This design comes from an exercise in tuning for small area, a short achievable clock period and few clock cycles per item on the open sky130 flow, not from production work. Function was checked by simulation only, so behaviour that the tests miss may differ from the original. No driver is modelled on the clock port, so clocking that relies on it looks cheaper here than on a real chip.

==> v2 <==
Design booth_fsm, start of the top module:
module booth_fsm
# (parameter DATAWIDTH = 32)
(
  input                        clk,
  input                        rstn,
  input                        en,
  input        [DATAWIDTH-1:0] multiplier,
  input        [DATAWIDTH-1:0] multiplicand,
  output reg                   done,
  output reg [2*DATAWIDTH-1:0] product
);
Settings: LEC_CHECK=0, CAP_MARGIN=20, CORE_MARGIN=2, CORE_UTILIZATION=40, PLACE_DENSITY=0.7, SLEW_MARGIN=20, SYNTH_HIERARCHICAL=1; clock period 6.0 ns.
standard.sh (not shown) runs the stock make flow with config.mk's settings and CLKGATE_MAP_FILE= SYNTH_SCRIPT=/design/flow/synth_recipe.tcl, a recipe that flattens the netlist after the stock synthesis.
==> flow/flow/run.sh <==
#!/bin/bash
# Own layout flow: the standard ORFS flow with two changes.
#  - ports are buffered with a plain buffer (buf_2) instead of the delay
#    buffer buffer_ports picks by default; every port still gets a buffer;
#  - before floorplanning, combinational cells that synthesis upsized are set
#    back to their smallest drive strength (registers are left alone); the
#    resizer then upsizes only what timing needs.
set -euo pipefail
here=$(pwd)
export BUFFER_PORTS_ARGS="-buffer_cell sky130_fd_sc_hd__buf_2"
export PRE_FLOORPLAN_TCL="$here/flow/downsize.tcl"
bash standard.sh > "$here/standard.log" 2>&1
==> flow/flow/downsize.tcl <==
# Set every combinational cell to the smallest-area cell of the library with
# the same function and pins (registers, clock, tap and tie cells unchanged).
set lib_cells [get_lib_cells */sky130_fd_sc_hd__*]
proc base_name {name} {
  if {[regexp {^(sky130_fd_sc_hd__[a-z0-9]+)_[0-9]+$} $name -> b]} { return $b }
  return ""
}
set area_of [dict create]
set group [dict create]
foreach c $lib_cells {
  set n [get_name $c]
  set b [base_name $n]
  if {$b eq ""} { continue }
  if {[get_property $c dont_use]} { continue }
  dict set area_of $n [get_property $c area]
  dict lappend group $b $n
}
set n_changed 0
foreach inst [get_cells *] {
  set m [get_name [get_lib_cells -of_objects $inst]]
  set b [base_name $m]
  if {$b eq "" || ![dict exists $group $b]} { continue }
  if {[regexp {(df|dl|sdf|edf|clk|conb|tap|fill|decap|buf|inv|probe|lpflow)} $b]} { continue }
  set best $m
  set best_area [dict get $area_of $m]
  foreach cand [dict get $group $b] {
    set a [dict get $area_of $cand]
    if {$a < $best_area || ($a == $best_area && [string match *_1 $cand])} {
      set best $cand
      set best_area $a
    }
  }
  if {$best ne $m} {
    replace_cell $inst $best
    incr n_changed
  }
}
puts "downsize: $n_changed cells set to their smallest drive strength"
==> v18: changes against v2 <==
--- a/flow/flow/run.sh
+++ b/flow/flow/run.sh
@@ -1,3 +1,3 @@
 #!/bin/bash
-# Own layout flow: the standard ORFS flow with two changes.
+# Own layout flow: the standard ORFS flow with three changes.
 #  - ports are buffered with a plain buffer (buf_2) instead of the delay
@@ -6,3 +6,9 @@
 #    back to their smallest drive strength (registers are left alone); the
-#    resizer then upsizes only what timing needs.
+#    resizer then upsizes only what timing needs;
+#  - before clock tree synthesis the buffers that timing-driven placement
+#    added inside the design are taken out again and only slew, capacitance
+#    and fanout are repaired (flow/rebuffer.tcl); the usual timing repair
+#    after clock tree synthesis and global routing then does the rest.
+# Each ORFS step writes its full log under orfs/logs/; make's output goes to
+# standard.log here.
 set -euo pipefail
@@ -11,2 +17,3 @@
 export PRE_FLOORPLAN_TCL="$here/flow/downsize.tcl"
+export PRE_CTS_TCL="$here/flow/rebuffer.tcl"
 bash standard.sh > "$here/standard.log" 2>&1
==> flow/flow/rebuffer.tcl (new file) <==
# Before clock tree synthesis: take out the buffers that timing-driven global
# placement inserted inside the design (port buffers stay), fix slew,
# capacitance and fanout again, and legalize; the repair after clock tree
# synthesis then buffers or sizes only the paths that need it.
set_dont_use $::env(DONT_USE_CELLS)
set n 0
set block [ord::get_db_block]
foreach inst [$block getInsts] {
  if {![string match place* [$inst getName]]} { continue }
  set in_it [$inst findITerm A]
  set out_it [$inst findITerm X]
  if {$in_it eq "NULL" || $out_it eq "NULL"} { continue }
  set in_net [$in_it getNet]
  set out_net [$out_it getNet]
  if {[llength [$out_net getBTerms]] > 0} { continue }
  foreach it [$out_net getITerms] {
    if {[$it getInst] eq $inst} { continue }
    $it disconnect
    $it connect $in_net
  }
  $in_it disconnect
  $out_it disconnect
  odb::dbInst_destroy $inst
  odb::dbNet_destroy $out_net
  incr n
}
puts "rebuffer: removed $n placement buffers"
estimate_parasitics -placement
repair_design -cap_margin $::env(CAP_MARGIN) -slew_margin $::env(SLEW_MARGIN)
detailed_placement
Settings changed: PLACE_DENSITY 0.7 to default.
==> v7: changes against v2 <==
Settings changed: PLACE_DENSITY 0.7 to default.
==> notes <==
v18 finished with timing, DRC and antenna clean. v2 reached the layout checks and failed them: negative setup slack. v7 produced a clean layout.
In area after synthesis, v18 and v7 do not differ.
In v18 the sequential share of layout area is higher than in v7, by 0.22 points.
In die area, v18 and v2 do not differ.
Core utilization: v7 > v2 > v18.
In v18 the cell area is lower than in v2, by 4.7%.
Testbench counts of v2, summed over its fixed seeds: cycles 2,048, items 2,048.
Testbench counts of v18, summed over its fixed seeds: cycles 2,048, items 2,048.
Testbench counts of v7, summed over its fixed seeds: cycles 2,048, items 2,048.

==> run a <==
Starting RTL as in the previous note.
export LEC_CHECK = 0
export CAP_MARGIN = 20
export CORE_MARGIN = 2
export CORE_UTILIZATION = 40
export SLEW_MARGIN = 20
export SYNTH_HIERARCHICAL = 1
create_clock -name core_clock -period 6.0 [get_ports {clk}]
==> flow/flow/run.sh <==
#!/bin/bash
# Own layout flow: the standard ORFS flow with two changes.
#  - ports are buffered with a plain buffer (buf_2) instead of the delay
#    buffer buffer_ports picks by default; every port still gets a buffer;
#  - before floorplanning, combinational cells that synthesis upsized are set
#    back to their smallest drive strength (registers are left alone); the
#    resizer then upsizes only what timing needs;
#  - before clock tree synthesis the buffers that timing-driven placement
#    added are taken out again (flow/rebuffer.tcl).
set -euo pipefail
here=$(pwd)
export BUFFER_PORTS_ARGS="-buffer_cell sky130_fd_sc_hd__buf_2"
export PRE_FLOORPLAN_TCL="$here/flow/downsize.tcl"
export PRE_CTS_TCL="$here/flow/rebuffer.tcl"
bash standard.sh > "$here/standard.log" 2>&1
==> flow/flow/rebuffer.tcl <==
# Before clock tree synthesis: take out the buffers that timing-driven global
# placement inserted inside the design (port buffers stay), fix slew,
# capacitance and fanout again, and legalize; the repair after clock tree
# synthesis then buffers or sizes only the paths that need it.
set_dont_use $::env(DONT_USE_CELLS)
# the repair after clock tree synthesis aims for some slack, as routed
# wires come out slower than their placement estimates
set ::env(SETUP_SLACK_MARGIN) 0.45
set n 0
set block [ord::get_db_block]
foreach inst [$block getInsts] {
  if {![string match place* [$inst getName]]} { continue }
  set in_it [$inst findITerm A]
  set out_it [$inst findITerm X]
  if {$in_it eq "NULL" || $out_it eq "NULL"} { continue }
  set in_net [$in_it getNet]
  set out_net [$out_it getNet]
  if {[llength [$out_net getBTerms]] > 0} { continue }
  foreach it [$out_net getITerms] {
    if {[$it getInst] eq $inst} { continue }
    $it disconnect
    $it connect $in_net
  }
  $in_it disconnect
  $out_it disconnect
  odb::dbInst_destroy $inst
  odb::dbNet_destroy $out_net
  incr n
}
puts "rebuffer: removed $n placement buffers"
estimate_parasitics -placement
repair_design -cap_margin $::env(CAP_MARGIN) -slew_margin $::env(SLEW_MARGIN)
detailed_placement
Scripts as last shown in full above: flow/flow/downsize.tcl
==> run b: changes against run a <==
==> flow/flow/run.sh (replaced) <==
#!/bin/bash
# Own layout flow: the standard ORFS flow with two changes.
#  - ports are buffered with a plain buffer (buf_2) instead of the delay
#    buffer buffer_ports picks by default; every port still gets a buffer;
#  - before floorplanning, combinational cells that synthesis upsized are set
#    back to their smallest drive strength (registers are left alone); the
#    resizer then upsizes only what timing needs.
set -euo pipefail
here=$(pwd)
export BUFFER_PORTS_ARGS="-buffer_cell sky130_fd_sc_hd__buf_2"
export PRE_FLOORPLAN_TCL="$here/flow/downsize.tcl"
bash standard.sh > "$here/standard.log" 2>&1
--- a/flow/config.mk
+++ b/flow/config.mk
@@ -7,6 +7,6 @@
 export LEC_CHECK = 0
 export CAP_MARGIN = 20
 export CORE_MARGIN = 2
-export CORE_UTILIZATION = 40
+export CORE_UTILIZATION = 55
 export SLEW_MARGIN = 20
 export SYNTH_HIERARCHICAL = 1
removed: flow/flow/rebuffer.tcl
==> run c: changes against run a <==
==> flow/flow/run.sh (replaced) <==
#!/bin/bash
# Own layout flow: the standard ORFS flow with two changes.
#  - ports are buffered with a plain buffer (buf_2) instead of the delay
#    buffer buffer_ports picks by default; every port still gets a buffer;
#  - before floorplanning, combinational cells that synthesis upsized are set
#    back to their smallest drive strength (registers are left alone); the
#    resizer then upsizes only what timing needs.
set -euo pipefail
here=$(pwd)
export BUFFER_PORTS_ARGS="-buffer_cell sky130_fd_sc_hd__buf_2"
export PRE_FLOORPLAN_TCL="$here/flow/downsize.tcl"
bash standard.sh > "$here/standard.log" 2>&1
--- a/flow/config.mk
+++ b/flow/config.mk
@@ -8,5 +8,6 @@
 export CAP_MARGIN = 20
 export CORE_MARGIN = 2
 export CORE_UTILIZATION = 40
+export GPL_TIMING_DRIVEN = 0
 export SLEW_MARGIN = 20
 export SYNTH_HIERARCHICAL = 1
removed: flow/flow/rebuffer.tcl
==> run summary <==
Run a finished clean. Run c finished with setup timing left. Run b ran to the end with violations: setup timing. Final area, lowest first: run a, run c, run b. Of run c and run a, run c has the higher via count (gap about 4.3%, measured against run a). Die area: run b is lower than run c (about 27%). Hold slack, highest first: run a, run c, run b. In synthesized area, run a and run c do not differ. Cell count, highest first: run b, run c, run a. Of run a and run b, run b has the higher non-clock buffer count (gap 425).
Testbench counts of run a, summed over its fixed seeds: cycles 2,048, items 2,048.
Testbench counts of run b, summed over its fixed seeds: cycles 2,048, items 2,048.
Testbench counts of run c, summed over its fixed seeds: cycles 2,048, items 2,048.

static timing again, ports no longer ideal:
No port has a modelled driver above. Below, the same layouts with a new extraction and two added sets of constraints. Step 1 sets driving cells, clkbuf_16 on the clock port and buf_2 on the other inputs (assumed; they add their load-dependent delay and slew). Step 2 times the ports against the registers' clock, not the clock port: input delays grow and output delays shrink by t, the midpoint of the rising clock arrivals with the driver on. Three values: ideal ports, drivers, drivers and shift; two values: the first two.
run | t (ns) | slack for setup (ns) | worst register clock-pin slew, ns | worst data-port slew with drivers (ns)
v2 | 0.384 | -0.023 / -0.012 / -0.395 | 0.07 / 0.07 | 0.11
v18 | 0.396 | 0.091 / -0.131 / -0.527 | 0.07 / 0.07 | 0.35
v7 | 0.398 | 0.099 / -0.035 / -0.433 | 0.07 / 0.07 | 0.19
run a | 0.397 | 0.234 / -0.003 / -0.400 | 0.07 / 0.07 | 0.32
run b | 0.399 | -0.047 / -0.026 / -0.426 | 0.08 / 0.08 | 0.18
run c | 0.398 | -0.013 / -0.220 / -0.618 | 0.06 / 0.06 | 0.31
Met with ideal ports but missed after step 2: setup timing in v18, v7 and run a. The setup slack of run a, which loses most, moves by -0.237 ns with the drivers and by -0.634 ns with both steps.
